Background: an optimization exercise with open tools, aiming at small area. Do not read the settings as production practice. Only simulation tests tie the RTL to the original design; equivalence was not proved. Power and IR drop assume default switching activity.

===== flow/design.v =====
module RGBtoYCbCr(red_ch, green_ch, blue_ch, skin_q, clk, rst);
   input        clk, rst;
   input  [7:0] red_ch, green_ch, blue_ch;
   output reg   skin_q;
   wire [6:0] r = red_ch[6:0];
   wire [6:0] g = green_ch[6:0];
   wire [7:0] b = blue_ch;
   wire [8:0] u = r + {g, 1'b0};
   wire [9:0] t = b + {b, 1'b0};
   wire s_1 = 1'b1 ^ ~u[0];
   wire s_2 = 1'b1 & ~u[0];
   wire s_3 = s_2 ^ 1'b1 ^ ~u[1];
   wire s_4 = (s_2 & 1'b1) | (s_2 & ~u[1]) | (1'b1 & ~u[1]);
   wire s_5 = s_4 ^ ~u[2];
   wire s_6 = s_4 & ~u[2];
   wire s_7 = s_6 ^ 1'b1 ^ ~u[3];
   wire s_8 = (s_6 & 1'b1) | (s_6 & ~u[3]) | (1'b1 & ~u[3]);
   wire s_9 = s_8 ^ ~u[4];
   wire s_10 = s_8 & ~u[4];
   wire s_11 = s_10 ^ ~u[5];
   wire s_12 = s_10 & ~u[5];
   wire s_13 = s_12 ^ ~u[6];
   wire s_14 = s_12 & ~u[6];
   wire s_15 = s_14 ^ 1'b1 ^ ~u[7];
   wire s_16 = (s_14 & 1'b1) | (s_14 & ~u[7]) | (1'b1 & ~u[7]);
   wire s_17 = s_16 ^ 1'b1 ^ ~u[8];
   wire s_18 = (s_16 & 1'b1) | (s_16 & ~u[8]) | (1'b1 & ~u[8]);
   wire s_19 = s_1 ^ t[0];
   wire s_20 = s_1 & t[0];
   wire s_21 = s_3 ^ t[1] ^ s_20;
   wire s_22 = (s_3 & t[1]) | (s_3 & s_20) | (t[1] & s_20);
   wire s_23 = s_5 ^ t[2] ^ s_22;
   wire s_24 = (s_5 & t[2]) | (s_5 & s_22) | (t[2] & s_22);
   wire s_25 = s_7 ^ t[3] ^ s_24;
   wire s_26 = (s_7 & t[3]) | (s_7 & s_24) | (t[3] & s_24);
   wire s_27 = s_9 ^ t[4] ^ s_26;
   wire s_28 = (s_9 & t[4]) | (s_9 & s_26) | (t[4] & s_26);
   wire s_29 = s_11 ^ t[5] ^ s_28;
   wire s_30 = (s_11 & t[5]) | (s_11 & s_28) | (t[5] & s_28);
   wire s_31 = s_13 ^ t[6] ^ s_30;
   wire s_32 = (s_13 & t[6]) | (s_13 & s_30) | (t[6] & s_30);
   wire s_33 = s_15 ^ t[7] ^ s_32;
   wire s_34 = (s_15 & t[7]) | (s_15 & s_32) | (t[7] & s_32);
   wire s_35 = s_17 ^ t[8] ^ s_34;
   wire s_36 = (s_17 & t[8]) | (s_17 & s_34) | (t[8] & s_34);
   wire s_37 = t[9] ^ s_18 ^ s_36;
   wire s_38 = (t[9] & s_18) | (t[9] & s_36) | (s_18 & s_36);
   wire s_39 = 1'b1 ^ s_38;
   wire s_40 = ~s_19 | 1'b1;
   wire s_41 = ~s_21 | s_40;
   wire s_42 = ~s_23 & s_41;
   wire s_43 = ~s_25 & s_42;
   wire s_44 = ~s_27 & s_43;
   wire s_45 = ~s_29 & s_44;
   wire s_46 = ~s_31 | s_45;
   wire s_47 = ~s_33 & s_46;
   wire s_48 = ~s_35 | s_47;
   wire s_49 = ~s_37 & s_48;
   wire s_50 = ~s_39 & s_49;
   wire s_51 = ~t[6] ^ b[1];
   wire s_52 = ~t[6] & b[1];
   wire s_53 = s_52 ^ 1'b1 ^ ~t[7];
   wire s_54 = (s_52 & 1'b1) | (s_52 & ~t[7]) | (1'b1 & ~t[7]);
   wire s_55 = b[2] ^ r[6];
   wire s_56 = b[2] & r[6];
   wire s_57 = s_56 ^ s_54 ^ 1'b1;
   wire s_58 = (s_56 & s_54) | (s_56 & 1'b1) | (s_54 & 1'b1);
   wire s_59 = ~t[8] ^ b[3];
   wire s_60 = ~t[8] & b[3];
   wire s_61 = s_60 ^ s_58 ^ 1'b1;
   wire s_62 = (s_60 & s_58) | (s_60 & 1'b1) | (s_58 & 1'b1);
   wire s_63 = 1'b1 ^ ~t[2];
   wire s_64 = 1'b1 & ~t[2];
   wire s_65 = s_64 ^ ~t[3];
   wire s_66 = s_64 & ~t[3];
   wire s_67 = s_66 ^ ~t[4] ^ r[3];
   wire s_68 = (s_66 & ~t[4]) | (s_66 & r[3]) | (~t[4] & r[3]);
   wire s_69 = s_68 ^ ~t[5] ^ b[0];
   wire s_70 = (s_68 & ~t[5]) | (s_68 & b[0]) | (~t[5] & b[0]);
   wire s_71 = r[4] ^ u[1];
   wire s_72 = r[4] & u[1];
   wire s_73 = s_72 ^ s_70 ^ r[5];
   wire s_74 = (s_72 & s_70) | (s_72 & r[5]) | (s_70 & r[5]);
   wire s_75 = u[0] ^ u[2] ^ ~u[4];
   wire s_76 = (u[0] & u[2]) | (u[0] & ~u[4]) | (u[2] & ~u[4]);
   wire s_77 = s_76 ^ s_74 ^ u[1];
   wire s_78 = (s_76 & s_74) | (s_76 & u[1]) | (s_74 & u[1]);
   wire s_79 = u[3] ^ ~u[5] ^ ~u[7];
   wire s_80 = (u[3] & ~u[5]) | (u[3] & ~u[7]) | (~u[5] & ~u[7]);
   wire s_81 = s_80 ^ s_78 ^ u[2];
   wire s_82 = (s_80 & s_78) | (s_80 & u[2]) | (s_78 & u[2]);
   wire s_83 = u[4] ^ ~u[6] ^ ~u[8];
   wire s_84 = (u[4] & ~u[6]) | (u[4] & ~u[8]) | (~u[6] & ~u[8]);
   wire s_85 = s_84 ^ s_82 ^ ~t[9];
   wire s_86 = (s_84 & s_82) | (s_84 & ~t[9]) | (s_82 & ~t[9]);
   wire s_87 = b[4] ^ u[3] ^ u[5];
   wire s_88 = (b[4] & u[3]) | (b[4] & u[5]) | (u[3] & u[5]);
   wire s_89 = s_88 ^ s_86 ^ s_62;
   wire s_90 = (s_88 & s_86) | (s_88 & s_62) | (s_86 & s_62);
   wire s_91 = 1'b1 ^ b[5] ^ u[4];
   wire s_92 = (1'b1 & b[5]) | (1'b1 & u[4]) | (b[5] & u[4]);
   wire s_93 = s_92 ^ s_90;
   wire s_94 = s_92 & s_90;
   wire s_95 = 1'b1 ^ ~t[1];
   wire s_96 = 1'b1 & ~t[1];
   wire s_97 = s_96 ^ r[1] ^ ~u[0];
   wire s_98 = (s_96 & r[1]) | (s_96 & ~u[0]) | (r[1] & ~u[0]);
   wire s_99 = s_98 ^ r[2] ^ ~u[1];
   wire s_100 = (s_98 & r[2]) | (s_98 & ~u[1]) | (r[2] & ~u[1]);
   wire s_101 = s_100 ^ u[0] ^ ~u[2];
   wire s_102 = (s_100 & u[0]) | (s_100 & ~u[2]) | (u[0] & ~u[2]);
   wire s_103 = s_102 ^ ~u[3] ^ ~u[5];
   wire s_104 = (s_102 & ~u[3]) | (s_102 & ~u[5]) | (~u[3] & ~u[5]);
   wire s_105 = s_104 ^ ~u[6] ^ s_51;
   wire s_106 = (s_104 & ~u[6]) | (s_104 & s_51) | (~u[6] & s_51);
   wire s_107 = s_106 ^ s_53 ^ s_55;
   wire s_108 = (s_106 & s_53) | (s_106 & s_55) | (s_53 & s_55);
   wire s_109 = s_108 ^ s_57 ^ s_59;
   wire s_110 = (s_108 & s_57) | (s_108 & s_59) | (s_57 & s_59);
   wire s_111 = s_110 ^ ~u[7] ^ s_61;
   wire s_112 = (s_110 & ~u[7]) | (s_110 & s_61) | (~u[7] & s_61);
   wire s_113 = s_112 ^ u[6] ^ ~u[8];
   wire s_114 = (s_112 & u[6]) | (s_112 & ~u[8]) | (u[6] & ~u[8]);
   wire s_115 = s_114 ^ b[6] ^ u[5];
   wire s_116 = (s_114 & b[6]) | (s_114 & u[5]) | (b[6] & u[5]);
   wire s_117 = s_116 ^ s_94 ^ b[7];
   wire s_118 = (s_116 & s_94) | (s_116 & b[7]) | (s_94 & b[7]);
   wire s_119 = r[0] ^ ~u[1];
   wire s_120 = r[0] & ~u[1];
   wire s_121 = s_120 ^ ~u[2] ^ s_63;
   wire s_122 = (s_120 & ~u[2]) | (s_120 & s_63) | (~u[2] & s_63);
   wire s_123 = s_122 ^ ~u[3] ^ s_65;
   wire s_124 = (s_122 & ~u[3]) | (s_122 & s_65) | (~u[3] & s_65);
   wire s_125 = s_124 ^ ~u[4] ^ s_67;
   wire s_126 = (s_124 & ~u[4]) | (s_124 & s_67) | (~u[4] & s_67);
   wire s_127 = s_126 ^ s_69 ^ s_71;
   wire s_128 = (s_126 & s_69) | (s_126 & s_71) | (s_69 & s_71);
   wire s_129 = s_128 ^ s_73 ^ s_75;
   wire s_130 = (s_128 & s_73) | (s_128 & s_75) | (s_73 & s_75);
   wire s_131 = s_130 ^ s_77 ^ s_79;
   wire s_132 = (s_130 & s_77) | (s_130 & s_79) | (s_77 & s_79);
   wire s_133 = s_132 ^ s_81 ^ s_83;
   wire s_134 = (s_132 & s_81) | (s_132 & s_83) | (s_81 & s_83);
   wire s_135 = s_134 ^ s_85 ^ s_87;
   wire s_136 = (s_134 & s_85) | (s_134 & s_87) | (s_85 & s_87);
   wire s_137 = s_136 ^ s_89 ^ s_91;
   wire s_138 = (s_136 & s_89) | (s_136 & s_91) | (s_89 & s_91);
   wire s_139 = s_138 ^ u[7] ^ s_93;
   wire s_140 = (s_138 & u[7]) | (s_138 & s_93) | (u[7] & s_93);
   wire s_141 = s_140 ^ u[6] ^ u[8];
   wire s_142 = (s_140 & u[6]) | (s_140 & u[8]) | (u[6] & u[8]);
   wire s_143 = s_142 ^ s_118;
   wire s_144 = s_142 & s_118;
   wire s_145 = s_144 ^ 1'b1;
   wire s_146 = s_144 & 1'b1;
   wire s_147 = ~u[0] & ~t[0];
   wire s_148 = (s_119 & s_95) | (s_119 & s_147) | (s_95 & s_147);
   wire s_149 = (s_121 & s_97) | (s_121 & s_148) | (s_97 & s_148);
   wire s_150 = (s_123 & s_99) | (s_123 & s_149) | (s_99 & s_149);
   wire s_151 = (s_125 & s_101) | (s_125 & s_150) | (s_101 & s_150);
   wire s_152 = (s_127 & s_103) | (s_127 & s_151) | (s_103 & s_151);
   wire s_153 = (s_129 & s_105) | (s_129 & s_152) | (s_105 & s_152);
   wire s_154 = (s_131 & s_107) | (s_131 & s_153) | (s_107 & s_153);
   wire s_155 = (s_133 & s_109) | (s_133 & s_154) | (s_109 & s_154);
   wire s_156 = (s_135 & s_111) | (s_135 & s_155) | (s_111 & s_155);
   wire s_157 = (s_137 & s_113) | (s_137 & s_156) | (s_113 & s_156);
   wire s_158 = (s_139 & s_115) | (s_139 & s_157) | (s_115 & s_157);
   wire s_159 = (s_141 & s_117) | (s_141 & s_158) | (s_117 & s_158);
   wire s_160 = (s_143 & u[7]) | (s_143 & s_159) | (u[7] & s_159);
   wire s_161 = (s_145 & u[8]) | (s_145 & s_160) | (u[8] & s_160);
   wire s_162 = 1'b1 ^ s_146 ^ s_161;
   wire s_163 = ~s_162;
   wire s_164 = 1'b1 ^ ~t[4];
   wire s_165 = 1'b1 & ~t[4];
   wire s_166 = s_165 ^ 1'b1 ^ ~t[5];
   wire s_167 = (s_165 & 1'b1) | (s_165 & ~t[5]) | (1'b1 & ~t[5]);
   wire s_168 = 1'b1 ^ ~t[0];
   wire s_169 = 1'b1 & ~t[0];
   wire s_170 = s_169 ^ ~t[1] ^ t[4];
   wire s_171 = (s_169 & ~t[1]) | (s_169 & t[4]) | (~t[1] & t[4]);
   wire s_172 = s_171 ^ ~t[2] ^ t[5];
   wire s_173 = (s_171 & ~t[2]) | (s_171 & t[5]) | (~t[2] & t[5]);
   wire s_174 = s_173 ^ ~t[3] ^ t[6];
   wire s_175 = (s_173 & ~t[3]) | (s_173 & t[6]) | (~t[3] & t[6]);
   wire s_176 = s_175 ^ t[7] ^ ~g[0];
   wire s_177 = (s_175 & t[7]) | (s_175 & ~g[0]) | (t[7] & ~g[0]);
   wire s_178 = g[3] ^ g[5];
   wire s_179 = g[3] & g[5];
   wire s_180 = s_179 ^ s_177 ^ t[8];
   wire s_181 = (s_179 & s_177) | (s_179 & t[8]) | (s_177 & t[8]);
   wire s_182 = ~g[1] ^ g[4] ^ g[6];
   wire s_183 = (~g[1] & g[4]) | (~g[1] & g[6]) | (g[4] & g[6]);
   wire s_184 = s_183 ^ s_181 ^ s_167;
   wire s_185 = (s_183 & s_181) | (s_183 & s_167) | (s_181 & s_167);
   wire s_186 = ~t[6] ^ t[9] ^ ~g[2];
   wire s_187 = (~t[6] & t[9]) | (~t[6] & ~g[2]) | (t[9] & ~g[2]);
   wire s_188 = s_187 ^ s_185 ^ ~t[7];
   wire s_189 = (s_187 & s_185) | (s_187 & ~t[7]) | (s_185 & ~t[7]);
   wire s_190 = t[3] ^ g[1];
   wire s_191 = t[3] & g[1];
   wire s_192 = s_191 ^ g[0] ^ g[2];
   wire s_193 = (s_191 & g[0]) | (s_191 & g[2]) | (g[0] & g[2]);
   wire s_194 = s_193 ^ g[1] ^ g[3];
   wire s_195 = (s_193 & g[1]) | (s_193 & g[3]) | (g[1] & g[3]);
   wire s_196 = s_195 ^ g[2] ^ g[4];
   wire s_197 = (s_195 & g[2]) | (s_195 & g[4]) | (g[2] & g[4]);
   wire s_198 = s_197 ^ r[0] ^ s_164;
   wire s_199 = (s_197 & r[0]) | (s_197 & s_164) | (r[0] & s_164);
   wire s_200 = s_199 ^ r[1] ^ s_166;
   wire s_201 = (s_199 & r[1]) | (s_199 & s_166) | (r[1] & s_166);
   wire s_202 = s_201 ^ g[5] ^ r[2];
   wire s_203 = (s_201 & g[5]) | (s_201 & r[2]) | (g[5] & r[2]);
   wire s_204 = s_203 ^ ~g[3] ^ g[6];
   wire s_205 = (s_203 & ~g[3]) | (s_203 & g[6]) | (~g[3] & g[6]);
   wire s_206 = s_205 ^ s_189 ^ ~t[8];
   wire s_207 = (s_205 & s_189) | (s_205 & ~t[8]) | (s_189 & ~t[8]);
   wire s_208 = s_207 ^ ~t[9];
   wire s_209 = s_207 & ~t[9];
   wire s_210 = s_209 ^ 1'b1;
   wire s_211 = s_209 & 1'b1;
   wire s_212 = t[2] ^ g[0];
   wire s_213 = t[2] & g[0];
   wire s_214 = s_213 ^ g[3] ^ s_168;
   wire s_215 = (s_213 & g[3]) | (s_213 & s_168) | (g[3] & s_168);
   wire s_216 = s_215 ^ g[4] ^ s_170;
   wire s_217 = (s_215 & g[4]) | (s_215 & s_170) | (g[4] & s_170);
   wire s_218 = s_217 ^ g[5] ^ s_172;
   wire s_219 = (s_217 & g[5]) | (s_217 & s_172) | (g[5] & s_172);
   wire s_220 = s_219 ^ g[6] ^ s_174;
   wire s_221 = (s_219 & g[6]) | (s_219 & s_174) | (g[6] & s_174);
   wire s_222 = s_221 ^ s_176 ^ s_178;
   wire s_223 = (s_221 & s_176) | (s_221 & s_178) | (s_176 & s_178);
   wire s_224 = s_223 ^ s_180 ^ s_182;
   wire s_225 = (s_223 & s_180) | (s_223 & s_182) | (s_180 & s_182);
   wire s_226 = s_225 ^ s_184 ^ s_186;
   wire s_227 = (s_225 & s_184) | (s_225 & s_186) | (s_184 & s_186);
   wire s_228 = s_227 ^ r[3] ^ s_188;
   wire s_229 = (s_227 & r[3]) | (s_227 & s_188) | (r[3] & s_188);
   wire s_230 = s_229 ^ ~g[4] ^ r[4];
   wire s_231 = (s_229 & ~g[4]) | (s_229 & r[4]) | (~g[4] & r[4]);
   wire s_232 = s_231 ^ ~g[5] ^ r[5];
   wire s_233 = (s_231 & ~g[5]) | (s_231 & r[5]) | (~g[5] & r[5]);
   wire s_234 = s_233 ^ ~g[6] ^ r[6];
   wire s_235 = (s_233 & ~g[6]) | (s_233 & r[6]) | (~g[6] & r[6]);
   wire s_236 = g[0] ^ t[0];
   wire s_237 = g[0] & t[0];
   wire s_238 = g[1] ^ t[1] ^ s_237;
   wire s_239 = (g[1] & t[1]) | (g[1] & s_237) | (t[1] & s_237);
   wire s_240 = s_212 ^ g[2] ^ s_239;
   wire s_241 = (s_212 & g[2]) | (s_212 & s_239) | (g[2] & s_239);
   wire s_242 = s_214 ^ s_190 ^ s_241;
   wire s_243 = (s_214 & s_190) | (s_214 & s_241) | (s_190 & s_241);
   wire s_244 = s_216 ^ s_192 ^ s_243;
   wire s_245 = (s_216 & s_192) | (s_216 & s_243) | (s_192 & s_243);
   wire s_246 = s_218 ^ s_194 ^ s_245;
   wire s_247 = (s_218 & s_194) | (s_218 & s_245) | (s_194 & s_245);
   wire s_248 = s_220 ^ s_196 ^ s_247;
   wire s_249 = (s_220 & s_196) | (s_220 & s_247) | (s_196 & s_247);
   wire s_250 = s_222 ^ s_198 ^ s_249;
   wire s_251 = (s_222 & s_198) | (s_222 & s_249) | (s_198 & s_249);
   wire s_252 = s_224 ^ s_200 ^ s_251;
   wire s_253 = (s_224 & s_200) | (s_224 & s_251) | (s_200 & s_251);
   wire s_254 = s_226 ^ s_202 ^ s_253;
   wire s_255 = (s_226 & s_202) | (s_226 & s_253) | (s_202 & s_253);
   wire s_256 = s_228 ^ s_204 ^ s_255;
   wire s_257 = (s_228 & s_204) | (s_228 & s_255) | (s_204 & s_255);
   wire s_258 = s_230 ^ s_206 ^ s_257;
   wire s_259 = (s_230 & s_206) | (s_230 & s_257) | (s_206 & s_257);
   wire s_260 = s_232 ^ s_208 ^ s_259;
   wire s_261 = (s_232 & s_208) | (s_232 & s_259) | (s_208 & s_259);
   wire s_262 = s_234 ^ s_210 ^ s_261;
   wire s_263 = (s_234 & s_210) | (s_234 & s_261) | (s_210 & s_261);
   wire s_264 = s_211 ^ s_235 ^ s_263;
   wire s_265 = (s_211 & s_235) | (s_211 & s_263) | (s_235 & s_263);
   wire s_266 = 1'b1 ^ s_265;
   wire s_267 = ~s_236 | 1'b1;
   wire s_268 = ~s_238 | s_267;
   wire s_269 = ~s_240 | s_268;
   wire s_270 = ~s_242 | s_269;
   wire s_271 = ~s_244 | s_270;
   wire s_272 = ~s_246 | s_271;
   wire s_273 = ~s_248 | s_272;
   wire s_274 = ~s_250 | s_273;
   wire s_275 = ~s_252 | s_274;
   wire s_276 = ~s_254 & s_275;
   wire s_277 = ~s_256 & s_276;
   wire s_278 = ~s_258 & s_277;
   wire s_279 = ~s_260 & s_278;
   wire s_280 = ~s_262 | s_279;
   wire s_281 = ~s_264 & s_280;
   wire s_282 = ~s_266 & s_281;
   wire skin = red_ch[7] & ~green_ch[7] & s_50 & s_163 & s_282;
   always @(posedge clk)
     if (rst) skin_q <= 1'b0;
     else     skin_q <= skin;
endmodule
module SkinDecider(skin_q, object_image, rst, clk);
   input      skin_q, rst, clk;
   output reg object_image;
   always @(posedge clk)
     if (rst) object_image <= 1'b0;
     else     object_image <= skin_q;
endmodule
module PalmIdentification(object_image,
			  palm_height_test,
			  start_of_palm_r,
			  start_of_palm_c,
			  end_of_palm_r,
			  end_of_palm_c,
			  palm_width,
			  palm_height,
			  TESTING_SWITCH,
			  row_count, col_count, palm_locked,
			  rst,clk);
   input        object_image;
   input  [7:0] palm_height_test;
   input        TESTING_SWITCH;
   input        rst, clk;
   output [7:0] start_of_palm_r, start_of_palm_c, end_of_palm_r, end_of_palm_c, palm_height, palm_width;
   output reg [7:0] row_count;
   output     [6:0] col_count;
   output reg   palm_locked;
   reg [7:0] start_r, end_r, width, height;
   reg [6:0] start_c, end_c, col;
   reg       found_start, found_end, innerbreak;
   assign start_of_palm_r = start_r;
   assign start_of_palm_c = {1'b0, start_c};
   assign end_of_palm_r   = end_r;
   assign end_of_palm_c   = {1'b0, end_c};
   assign palm_width      = width;
   assign palm_height     = height;
   assign col_count       = col;
   wire last_col = &{col[6:4], col[2:0]};
   wire [7:0] width_x1p5 = width + {1'b0, width[7:1]} + {7'd0, width[0]};
   always @(posedge clk) begin
      if (rst) begin
	 start_r <= 8'd0; start_c <= 7'd0;
	 end_r <= 8'd0;   end_c <= 7'd0;
	 width <= 8'd0;   height <= 8'd0;
	 found_start <= 1'b0; found_end <= 1'b0; innerbreak <= 1'b0;
	 palm_locked <= 1'b0;
	 row_count <= 8'd0; col <= 7'd0;
      end
      else begin
	 palm_locked <= innerbreak;
	 if (last_col) begin
	    col <= 7'd0;
	    row_count <= row_count + 8'd1;
	 end
	 else
	   col <= col + 7'd1;
	 if (!innerbreak) begin
	    if (object_image) begin
	       if (!found_start) begin
		  found_start <= 1'b1;
		  start_r <= row_count;
		  start_c <= col;
	       end
	       else begin
		  end_r <= row_count;
		  end_c <= col;
		  found_end <= 1'b1;
	       end
	    end
	    else if (found_end) begin
	       width <= {1'b0, end_c} - {1'b0, start_c};
	       if (width > 8'd17) begin
		  innerbreak <= 1'b1;
		  height <= TESTING_SWITCH ? palm_height_test : width_x1p5;
	       end
	       else begin
		  found_start <= 1'b0;
		  found_end <= 1'b0;
	       end
	    end
	 end
      end
   end
endmodule
module FingerIdentification(object_image,
                            palm_width,
                            palm_height,
                            start_of_palm_r,
                            start_of_palm_c,
                            end_of_palm_r,
                            end_of_palm_c,
                            row_count, col_count, palm_locked,
                            thumb_status,
                            index_status,
                            middle_status,
                            ring_status,
                            pinky_status,
                            rst,clk);
   input       object_image;
   input [7:0] palm_width, palm_height;
   input [7:0] start_of_palm_r, start_of_palm_c;
   input [7:0] end_of_palm_r, end_of_palm_c;
   input [7:0] row_count;
   input [6:0] col_count;
   input       palm_locked;
   input       rst, clk;
   output reg  thumb_status, index_status, middle_status, ring_status, pinky_status;
   reg [7:0] pinky_true, ring_true, middle_true, index_true, thumb_true;
   wire [7:0] w = palm_width, h = palm_height;
   wire [7:0] row = row_count;
   wire [7:0] col = {1'b0, col_count};
   function gt;
      input [7:0] a, b;
      integer i;
      reg c;
      begin
         c = 1'b0;
         for (i = 0; i < 8; i = i + 1)
           c = (a[i] & ~b[i]) | (c & (a[i] | ~b[i]));
         gt = c;
      end
   endfunction
   wire [7:0] box_bottom   = end_of_palm_r + h;
   wire [7:0] box_top      = box_bottom + h;
   wire [7:0] pinky_right  = end_of_palm_c - (w >> 2);
   wire [7:0] pinky_left   = pinky_right + w;
   wire [7:0] ring_left    = pinky_right - 8'd3;
   wire [7:0] index_right  = start_of_palm_c - 8'd12 - w;
   wire [7:0] thumb_right  = start_of_palm_c - 8'd10 - h;
   wire [6:0] sc = start_of_palm_c[6:0];
   wire signed [8:0] d  = {2'b00, col_count} - {2'b00, sc};         
   wire signed [9:0] e  = {d[8], d} - {3'b000, w[7:1]};              
   wire [7:0]        sh = {1'b0, sc} + {1'b0, w[7:1]};               
   wire signed [9:0] dr = {2'b00, row} - {2'b00, start_of_palm_r};   
   wire gt_middle_right = (sc >= 7'd12) && (d >= -9'sd11);
   wire lt_index_left   = (sc <  7'd12) || (d <= -9'sd13);
   wire lt_thumb_left   = (sc <  7'd10) || (d <= -9'sd11);
   wire gt_ring_right   = (sh >= 8'd5)   && (e >= -10'sd4);
   wire lt_middle_left  = (sh <= 8'd11)  || (e <= -10'sd13);
   wire gt_thumb_bottom = dr > 10'sd0;
   wire lt_thumb_top    = (start_of_palm_r < 8'd226) ? (dr < 10'sd30) : (dr < -10'sd226);
   wire active  = palm_locked && (w != 8'd0);
   wire rows4   = active && gt(row, box_bottom) && gt(box_top, row);
   wire pinky_in  = rows4 && gt(col, pinky_right)  && gt(pinky_left, col);
   wire ring_in   = rows4 && gt_ring_right         && gt(ring_left, col);
   wire middle_in = rows4 && gt_middle_right       && lt_middle_left;
   wire index_in  = rows4 && gt(col, index_right)  && lt_index_left;
   wire thumb_in  = active && gt_thumb_bottom && lt_thumb_top &&
                    gt(col, thumb_right) && lt_thumb_left;
   always @(posedge clk) begin
      if (rst) begin
         thumb_status <= 1'b0; index_status <= 1'b0; middle_status <= 1'b0;
         ring_status <= 1'b0;  pinky_status <= 1'b0;
         pinky_true <= 8'd0; ring_true <= 8'd0; middle_true <= 8'd0;
         index_true <= 8'd0; thumb_true <= 8'd0;
      end
      else begin
         if (pinky_in) begin
            if (object_image) pinky_true <= pinky_true + 8'd1;
            if (pinky_true == 8'd201) pinky_status <= 1'b1;
         end
         if (ring_in) begin
            if (object_image) ring_true <= ring_true + 8'd1;
            if (ring_true == 8'd251) ring_status <= 1'b1;
         end
         if (middle_in) begin
            if (object_image) middle_true <= middle_true + 8'd1;
            if (middle_true == 8'd251) middle_status <= 1'b1;
         end
         if (index_in) begin
            if (object_image) index_true <= index_true + 8'd1;
            if (index_true == 8'd251) index_status <= 1'b1;
         end
         if (thumb_in) begin
            if (object_image) thumb_true <= thumb_true + 8'd1;
            if (thumb_true == 8'd251) thumb_status <= 1'b1;
         end
      end
   end
endmodule
module SignIdentification(thumb_status,
			  index_status,
			  middle_status,
			  ring_status,
			  pinky_status,
			  sign_value,
			  rst,clk);
   input      thumb_status;
   input      index_status;
   input      middle_status;
   input      ring_status;
   input      pinky_status;
   output [3:0] sign_value;
   input 	rst, clk;
   reg [3:0]	sign_value;
   reg [4:0] 	finger_db;
   always @(posedge clk) begin
      if(rst) begin
	 sign_value <= 4'b0000;
	 finger_db <= 5'b00000;
      end
      else begin
	 finger_db <= {pinky_status, ring_status, middle_status, index_status, thumb_status};
	 case(finger_db)
	   5'b00010 : sign_value <= 1;
	   5'b00110 : sign_value <= 2;
  	   5'b00111 : sign_value <= 3;
	   5'b01111 : sign_value <= 4;
	   5'b11111 : sign_value <= 5;
	   5'b01110 : sign_value <= 6;
	   5'b10110 : sign_value <= 7;
	   5'b11010 : sign_value <= 8;
	   5'b11100 : sign_value <= 9;
	   default : sign_value <= 0;
	 endcase  
      end  
   end  
endmodule  
module SignToText(red_ch,
		  green_ch,
		  blue_ch,
		  palm_height_test,
		  TESTING_SWITCH,
		  sign_value,
		  thumb_status, index_status, middle_status, ring_status, pinky_status,
		  start_of_palm_r, start_of_palm_c,
		  end_of_palm_r, end_of_palm_c,
		  palm_width, palm_height,
		  clk,rst);
   input [7:0] red_ch, green_ch, blue_ch;
   input [7:0] palm_height_test;
   input       TESTING_SWITCH;
   output [3:0] sign_value;
   output       thumb_status, index_status, middle_status, ring_status, pinky_status;
   output [7:0] start_of_palm_r, start_of_palm_c, end_of_palm_r, end_of_palm_c;
   output [7:0] palm_width, palm_height;
   input        clk, rst;
   wire skin_q, object_image;
   wire [7:0] row_count;
   wire [6:0] col_count;
   wire palm_locked;
   RGBtoYCbCr dut_0 (.red_ch(red_ch), .green_ch(green_ch), .blue_ch(blue_ch),
		     .skin_q(skin_q), .rst(rst), .clk(clk));
   SkinDecider dut_1 (.skin_q(skin_q), .object_image(object_image),
		      .rst(rst), .clk(clk));
   PalmIdentification dut_2 (.object_image(object_image),
			     .palm_height_test(palm_height_test),
			     .start_of_palm_r(start_of_palm_r),
			     .start_of_palm_c(start_of_palm_c),
			     .end_of_palm_r(end_of_palm_r),
			     .end_of_palm_c(end_of_palm_c),
			     .palm_width(palm_width),
			     .palm_height(palm_height),
			     .TESTING_SWITCH(TESTING_SWITCH),
			     .row_count(row_count), .col_count(col_count),
			     .palm_locked(palm_locked),
			     .rst(rst),.clk(clk));
   FingerIdentification dut_3 (.object_image(object_image),
			       .palm_width(palm_width),
			       .palm_height(palm_height),
			       .start_of_palm_r(start_of_palm_r),
			       .start_of_palm_c(start_of_palm_c),
			       .end_of_palm_r(end_of_palm_r),
			       .end_of_palm_c(end_of_palm_c),
			       .row_count(row_count), .col_count(col_count),
			       .palm_locked(palm_locked),
			       .thumb_status(thumb_status),
			       .index_status(index_status),
			       .middle_status(middle_status),
			       .ring_status(ring_status),
			       .pinky_status(pinky_status),
			       .rst(rst),.clk(clk));
   SignIdentification dut_4(.thumb_status(thumb_status),
			    .index_status(index_status),
			    .middle_status(middle_status),
			    .ring_status(ring_status),
			    .pinky_status(pinky_status),
			    .sign_value(sign_value),
			    .rst(rst),.clk(clk));
endmodule

===== flow/flow/run.sh =====
#!/bin/bash
# Layout flow: the standard synthesis, then an area-oriented re-mapping of the
# combinational logic with ABC (registers untouched: same cells, same names), then
# the standard layout with every port buffered by a buf_1.
set -euo pipefail
WORK=$(pwd)
FLOW=$WORK/flow
R=$WORK/orfs/results/$FLOW_PLATFORM/SignToText/base
LIB=$FLOW_HOME/platforms/$FLOW_PLATFORM/lib/sky130_fd_sc_hd__tt_025C_1v80.lib
YOSYS=yosys
[ -x "$FLOW_HOME/../tools/install/yosys/bin/yosys" ] && YOSYS=$FLOW_HOME/../tools/install/yosys/bin/yosys

# 1. standard synthesis
bash standard.sh synth > $WORK/1_standard_synth.log 2>&1

# 2. re-map the combinational logic
cp $R/1_2_yosys.v $WORK/1_2_yosys_standard.v
python3 $FLOW/libmodels.py $LIB > $WORK/comb_models.v
cat > $WORK/remap.abc <<EOA
&get -n; &st; &deepsyn -T 120; &dch -f; &nf -R 1000 -p -F 10 -A 6; &put
EOA
cat > $WORK/remap.ys <<EOY
read_liberty -lib $LIB
read_verilog -overwrite $WORK/comb_models.v
read_verilog $WORK/1_2_yosys_standard.v
hierarchy -check -top $FLOW_TOP
flatten
techmap
opt -purge
abc -liberty $LIB -dont_use sky130_fd_sc_hd__probe_p_8 -dont_use sky130_fd_sc_hd__probec_p_8 -dont_use *lpflow* -script $WORK/remap.abc
read_liberty -lib -overwrite $LIB
opt_clean -purge
hilomap -singleton -hicell sky130_fd_sc_hd__conb_1 HI -locell sky130_fd_sc_hd__conb_1 LO
splitnets
opt_clean -purge
tee -o $WORK/remap_stat.txt stat -liberty $LIB
check -assert -mapped
write_verilog -noattr -nohex -nodec $WORK/1_2_yosys_remapped.v
EOY
$YOSYS -s $WORK/remap.ys > $WORK/2_remap_yosys.log 2>&1
cp $WORK/1_2_yosys_remapped.v $R/1_2_yosys.v
rm -f $R/1_synth.odb $R/1_synth.sdc

# 3. standard layout from the re-mapped netlist
bash standard.sh BUFFER_PORTS_ARGS="-buffer_cell sky130_fd_sc_hd__buf_1" CTS_ARGS="-sink_clustering_enable -repair_clock_nets -buf_list sky130_fd_sc_hd__clkbuf_8 -dont_use_dummy_load" finish > $WORK/3_standard_layout.log 2>&1

===== flow/flow/libmodels.py =====
# Write Verilog models for the combinational cells of a liberty file (one output pin with a function).
import re, sys
lib = open(sys.argv[1]).read()
out = []
for m in re.finditer(r'\n\s*cell\s*\(\s*"?(\w+)"?\s*\)\s*\{', lib):
    name = m.group(1)
    # find the cell body by brace matching
    i = m.end(); depth = 1
    while depth:
        c = lib[i]
        if c == '{': depth += 1
        elif c == '}': depth -= 1
        i += 1
    body = lib[m.end():i]
    if re.search(r'\b(ff|latch|statetable)\s*\(', body): continue
    pins = re.findall(r'pin\s*\(\s*"?(\w+)"?\s*\)\s*\{(.*?)\n\s{8}\}', body, re.S)
    ins, outs = [], []
    for pn, pb in pins:
        d = re.search(r'direction\s*:\s*"?(\w+)"?', pb)
        if not d: continue
        if d.group(1) == 'input': ins.append(pn)
        elif d.group(1) == 'output':
            f = re.search(r'function\s*:\s*"([^"]*)"', pb)
            if f: outs.append((pn, f.group(1)))
    if not outs or not ins: continue
    ports = ins + [o for o, _ in outs]
    lines = [f"(* keep_hierarchy = 0 *) module {name}(" + ", ".join(ports) + ");"]
    lines += [f"  input {p};" for p in ins]
    for o, f in outs:
        e = f.replace('!', '~').replace('+', '|').replace('*', '&')
        e = re.sub(r'\)\s*\(', ') & (', e)
        e = re.sub(r'(\w)\s+(\w)', r'\1 & \2', e)
        e = re.sub(r'(\w)\s+(\w)', r'\1 & \2', e)
        e = re.sub(r'\)\s+(\w|~|\()', r') & \1', e)
        e = re.sub(r'(\w)\s+(\(|~)', r'\1 & \2', e)
        lines.append(f"  output {o};\n  assign {o} = {e};")
    lines.append("endmodule")
    out.append("\n".join(lines))
print("\n".join(out))

===== flow/standard.sh =====
#!/bin/bash
# synth_recipe.tcl (not shown) runs the flow's synth.tcl, then flattens the netlist and writes it again
# the make line also repeats each setting of config.mk as NAME=value (left out here)
make -C /OpenROAD-flow-scripts/flow DESIGN_CONFIG=/design/flow/config.mk WORK_HOME=/design/flow/orfs CLKGATE_MAP_FILE= SYNTH_SCRIPT=/design/flow/synth_recipe.tcl "${@:-finish}"

===== flow/config.mk =====
export PLATFORM = sky130hd
export DESIGN_NAME = SignToText
export DESIGN_NICKNAME = SignToText
export VERILOG_FILES = /design/flow/design.v
export SDC_FILE = /design/flow/constraint.sdc
export NUM_CORES = 4
export LEC_CHECK = 0
export CAP_MARGIN = 20
export CORE_MARGIN = 2
export CORE_UTILIZATION = 40
export SLEW_MARGIN = 20

===== flow/constraint.sdc =====
create_clock -name core_clock -period 10.0 [get_ports {clk}]
set_input_delay 2.0000 -clock core_clock [delete_from_list [all_inputs] [get_ports {clk}]]
set_output_delay 2.0000 -clock core_clock [all_outputs]
set_load 0.01 [all_outputs]

==> run summary, run 1 <==
status timing/DRC/antenna clean; Iter 0 DRT Violations 535; clock insertion delay at the later pin of the skew report 0.45 ns; # DRC 0; Synth Warn # 5; RSZ-0062 raised after global routing false; Post-CTS Setup Bufs 0; Post-Synthesis Cells 1,267; Top delay family on crit path simple AND/OR/NAND/NOR gates; CP Data Required Time 10.34 ns; global route total overflow 0; Hold Path Class reg -> reg; share of cells above drive strength 1 2.381%; Final HPWL DP 19.01 mm; Max-slew headroom 30.42%; slowest cell on the critical path xnor2_2; ANT cells 0; Crit. End Element flop; dpl cells 1,688; Post-DRT Antenna Nets 0; Total GRT Usage 19.93%; die height 159.1 um; Setup-failing EPs final 0; Post-Route WL 25.59 mm; Vias per Instance 5.502; Mapped Area 9627 um^2; Finished Layout Cells 1,705; post-CTS sizing 0; number of global-route vias before repair 8,583; Max-Cap Viols 0; Clock Pin Slew Worst Setup and Hold Paths 0.06 ns; setup TNS 0 ns; Nets 1,423; Root Buffer clkbuf_8; port bufs 89; crit path kind in -> reg; Filler Cell Count 2,457; wire length of the first global-routing pass 42.41 mm; antenna violations before repair 1; cts hold-fix bufs 0; Worst Setup Start Kind input pin; Peak Freq 0.1254 GHz; routed len/inst 15.01 um; worst vdd ir 0.0001195 V; Std-Cell Rows 56; CTS H-tree depth 4; Period minus WS final 7.974 ns; Finished Core Util 45.47%; final hold viol count 0; dpl ws 1.296 ns; fin crit share 79.74%; Detailed Routing Iterations Pass 1 5; Die Width 159.1 um; Worst-Margin Slew 1.043 ns; Critical Path Max Stage Delay 0.59 ns; CTS tree yes; largest net degree at the start of global routing 47; Power Dens Cells 129.2 nW/um^2; Core ar. 23,540 um^2; clock skew 0.03621 ns; syn avg cell area 7.598 um^2; Die Area 25,320 um^2; crit path max fanout 17; worst path arrival time 8.31 ns; clk sinks 121; Num CTS Buffers 17; via count 9,381; IO Count 92; Leak Pwr 3.816 nW; RePlAce Congestion 0.8704; CTS Buffer Depth 2; Initial Util 40.89%; Final WS setup 2.026 ns; Slew Viols, Final 0; Buf/Inv on CP 2; Area growth, synth to finish 11.20%
-- cells in the final DEF, fill, tap and decap left out, types with 30 or more instances in the layout --
cell type  count
nor2_1       130
nor2b_1       35
maj3_1        69
a21oi_1      120
buf_1         88
nand2b_1      30
xor2_1        69
xnor2_1      138
a22o_1        41
clkinv_1      36
o21ai_0       96
dfxtp_1      121
nand2_1      111
nor3_1        53
-- where the power goes --
group | internal (mW) | switching [mW] | total (mW)
registers | 0.483 | 0.00450 | 0.488
logic | 0.260 | 0.316 | 0.577
clock network | 0.149 | 0.170 | 0.319
-- final timing paths --
path | startpoint | to | slack, ns | depth (start not counted)
max | blue_ch[1] | dut_0.skin_q | 2.03 | 27
min | dut_0.skin_q | dut_1.object_image | 0.46 | 1
max reg2reg | dut_2.width[3] | dut_3.pinky_true[7] | 4.03 | 23
min reg2reg | dut_0.skin_q | dut_1.object_image | 0.46 | 1
-- state kept, by name, indices dropped and copies added, names as in the netlist, 4 cells and up --
name               cells
dut_2.end_r            8
dut_2.height           8
dut_4.sign_value       4
dut_2.start_r          8
dut_3.middle_true      8
dut_3.pinky_true       8
dut_2.col              7
dut_2.row_count        8
dut_3.ring_true        8
dut_3.thumb_true       8
dut_3.index_true       8
dut_2.width            8
dut_4.finger_db        5
dut_2.start_c          7
dut_2.end_c            7
-- routing by layer --
layer | vias up | GRT usage (%) | wire, um
li1 | 4793 | - | -
met3 | 21 | 3.282 | 942
met5 | - | 0 | 0
met2 | 171 | 31.76 | 11560
met4 | 0 | 4.793 | 239
met1 | 4396 | 28.10 | 12840
-- area by class of cell --
type	count	area (um^2)	area share, %
clock buffer	17	234.0	2.186
inverter	36	135.1	1.262
multi-input combinational	1111	7089	66.22
sequential	121	2422	22.63
tap	319	399.1	3.728
timing repair buffer	101	425.4	3.974
-- through the flow --
| step | area, um^2 | total power, mW | hold WS, ns |
|---|---|---|---|
| final | 10710 | 1.384 | 0.4563 |
| after CTS | 10700 | 1.395 | 0.4610 |
| after floorplan | 9630 | 0.9668 | 0.4138 |
| after global placement | 10460 | 1.068 | 0.4382 |
| after global routing | 10710 | 1.492 | 0.4886 |
| after detailed placement | 10460 | 1.073 | 0.4294 |
==> inputs of run 2 (changes only) <==
--- a/flow/design.v
+++ b/flow/design.v
@@ -452,23 +452,23 @@
       else begin
          if (pinky_in) begin
             if (object_image) pinky_true <= pinky_true + 8'd1;
-            if (pinky_true == 8'd201) pinky_status <= 1'b1;
+            if (pinky_true[7] & pinky_true[6] & pinky_true[3] & pinky_true[0]) pinky_status <= 1'b1;
          end
          if (ring_in) begin
             if (object_image) ring_true <= ring_true + 8'd1;
-            if (ring_true == 8'd251) ring_status <= 1'b1;
+            if ((&ring_true[7:3]) & ring_true[1] & ring_true[0]) ring_status <= 1'b1;
          end
          if (middle_in) begin
             if (object_image) middle_true <= middle_true + 8'd1;
-            if (middle_true == 8'd251) middle_status <= 1'b1;
+            if ((&middle_true[7:3]) & middle_true[1] & middle_true[0]) middle_status <= 1'b1;
          end
          if (index_in) begin
             if (object_image) index_true <= index_true + 8'd1;
-            if (index_true == 8'd251) index_status <= 1'b1;
+            if ((&index_true[7:3]) & index_true[1] & index_true[0]) index_status <= 1'b1;
          end
          if (thumb_in) begin
             if (object_image) thumb_true <= thumb_true + 8'd1;
-            if (thumb_true == 8'd251) thumb_status <= 1'b1;
+            if ((&thumb_true[7:3]) & thumb_true[1] & thumb_true[0]) thumb_status <= 1'b1;
          end
       end
    end
==> run summary, run 2 <==
status timing/DRC/antenna clean; ANT cells 0; Num CTS Buffers 17; Post-Synthesis Cells 1,305; Initial Util 40.49%; commonest cells after routing, fill and taps aside xnor2_1, nor2_1, dfxtp_1, nand2_1, a21oi_1; number of global-route vias before repair 8,798; cts hold-fix bufs 0; Nets 1,466; wire length of the first global-routing pass 44.15 mm; Final HPWL DP 20.48 mm; Critical R2R Launch dut_2.width[3]; Post-CTS Setup Bufs 0; crit path kind in -> reg; Max-slew headroom 29.02%; Iter 0 DRT Violations 573; Std-Cell Rows 57; Total GRT Usage 21.05%; Leak Pwr 3.726 nW; global route total overflow 0; final hold viol count 0; Max-Cap Viols 0; Hold Path Class reg -> reg; die height 160.4 um; clock insertion delay at the later pin of the skew report 0.45 ns; Mapped Area 9788 um^2; worst vdd ir 0.00006928 V; CTS H-tree depth 4; Worst Hold Slack 0.4514 ns; Root Buffer clkbuf_8; worst path arrival time 8.54 ns; commonest non-fill, non-tap cell in the layout xnor2_1; GR Util met3 3.874%; worst r2r dst dut_3.pinky_true[7]; met1 usage 28.59%; grt met2 use 34.25%; Placed Area 10,670 um^2; Period minus WS final 8.204 ns; IO Count 92; Clock Pin Slew Worst Setup and Hold Paths 0.08 ns; setup TNS 0 ns; design area 10,910 um^2; syn avg cell area 7.500 um^2; Area growth, synth to finish 11.42%; dpl cells 1,736; Filler Cell Count 2,502; slowest cell on the critical path xnor2_1; Setup-failing EPs final 0; port bufs 89; Post-DRT Antenna Nets 0; Slew Viols, Final 0; Worst-Margin Slew 1.065 ns; CP Launch Point blue_ch[0]; via count 9,681; Finished Core Util 45.11%; Core ar. 24,180 um^2; largest net degree at the start of global routing 41; Finished Layout Cells 1,753; Synth Warn # 5; RePlAce Congestion 0.8901; Vias per Instance 5.523; # DRC 0; share of cells above drive strength 1 2.519%; Die Area 25,740 um^2; antenna violations before repair 0; crit-path most repeated cell maj3_1; GR peak layer met2; Detailed Routing Iterations Pass 1 5; clk sinks 121; Critical Path Max Stage Delay 0.62 ns; Crit. End Element flop; fin crit share 82.04%; reg-to-reg slack, setup 3.38 ns; Post-Route WL 27.14 mm; Power Dens Cells 131.9 nW/um^2; crit path max fanout 18; Setup crit end dut_0.skin_q; Die Width 160.4 um; Reg2Reg Depth 20; CTS Buffer Depth 2; Peak Freq 0.1219 GHz; Worst Setup Start Kind input pin; CP Data Required Time 10.33 ns; clock skew 0.02998 ns; post-CTS sizing 0; CTS tree yes; routed len/inst 15.48 um; RSZ-0062 raised after global routing false
==> run 2: changes by cell type in the layout (fill, tap and decap cells not counted), sizes merged, moves of 7 or more <==
| cell | delta |
|---|---|
| maj3 | +12 |
| xor2 | -13 |
| clkinv | +16 |
| o21ai | +10 |
| xnor2 | +21 |
| nor3 | -7 |
| nor2 | +8 |
| a22o | -10 |
| nor4 | +7 |
==> run 2: worst min-delay path by stage <==
stage | cells after the start | end | startpoint | slack, ns
after detailed placement | 2 | dut_4.finger_db[4] | dut_3.pinky_status | 0.44
after global routing | 2 | dut_4.finger_db[4] | dut_3.pinky_status | 0.46
final | 2 | dut_4.finger_db[4] | dut_3.pinky_status | 0.45
after CTS | 2 | dut_4.finger_db[4] | dut_3.pinky_status | 0.45
after global placement | 2 | dut_4.finger_db[4] | dut_3.pinky_status | 0.43
after floorplan | 1 | dut_1.object_image | dut_0.skin_q | 0.41
==> run 2: metal layers <==
metal | share of wire [%] | wire length [um]
met1 | 48 | 12950
met2 | 45 | 12330
met3 | 5.3 | 1431
met4 | 1.6 | 432
met5 | 0 | 0
==> run 2: critical path: cells and delay by family <==
kind	cells	cell delay, ns
xor gates and xnor gates	6	1.74
adders and majority gates	7	2.78
and+or+nand+nor	7	1.07
buffers and inverters	3	0.36
AOI/OAI and AO/OA	4	0.58
==> run 2: layout make-up <==
type | count | area, um^2 | share of cell area, %
clock buffer | 17 | 234.0 | 2.145
inverter | 52 | 195.2 | 1.790
multi-input combinational | 1133 | 7186 | 65.89
sequential | 121 | 2422 | 22.21
tap | 324 | 405.4 | 3.717
timing repair buffer | 106 | 462.9 | 4.245
==> run 2: metrics by stage <==
step	total power, mW	worst slack [ns]
2_1_floorplan	1.006	2.262
3_3_place_gp	1.111	1.554
3_5_place_dp	1.121	1.394
4_1_cts	1.449	1.807
5_1_grt	1.547	1.210
6_report	1.438	1.796
==> run 2: power by group <==
group | internal (mW) | switching [mW] | leakage [nW]
clock | 0.149 | 0.175 | 0.122
combinational | 0.281 | 0.346 | 2.63
sequential | 0.483 | 0.00385 | 0.975

[static timing again, ports no longer ideal]
In the flow no input, the clock included, has a driving cell. The finished layouts below were timed again as built, in two steps. Step 1 (the two cells are an assumption about what drives the block):
set clk [get_ports {clk}]
set_driving_cell -lib_cell sky130_fd_sc_hd__clkbuf_16 $clk
set_driving_cell -lib_cell sky130_fd_sc_hd__buf_2 [delete_from_list [all_inputs] $clk]
Step 2 moves the port delays by t, midway between the first and last clock arrival at a register: inputs arrive t later, outputs are due t later. That takes back most of the time a late clock gives input paths. Slacks: ideal / step 1 / step 2; pairs: ideal / step 1.
run	shift t [ns]	setup WS [ns]	hold slack, ns	worst data-port slew with drivers (ns)
run 1	0.467	2.026 / 2.040 / 1.573	0.456 / 0.456 / 0.456	0.04
run 2	0.472	1.796 / 1.815 / 1.343	0.451 / 0.451 / 0.451	0.03
After both steps setup and hold are still met in every run listed.
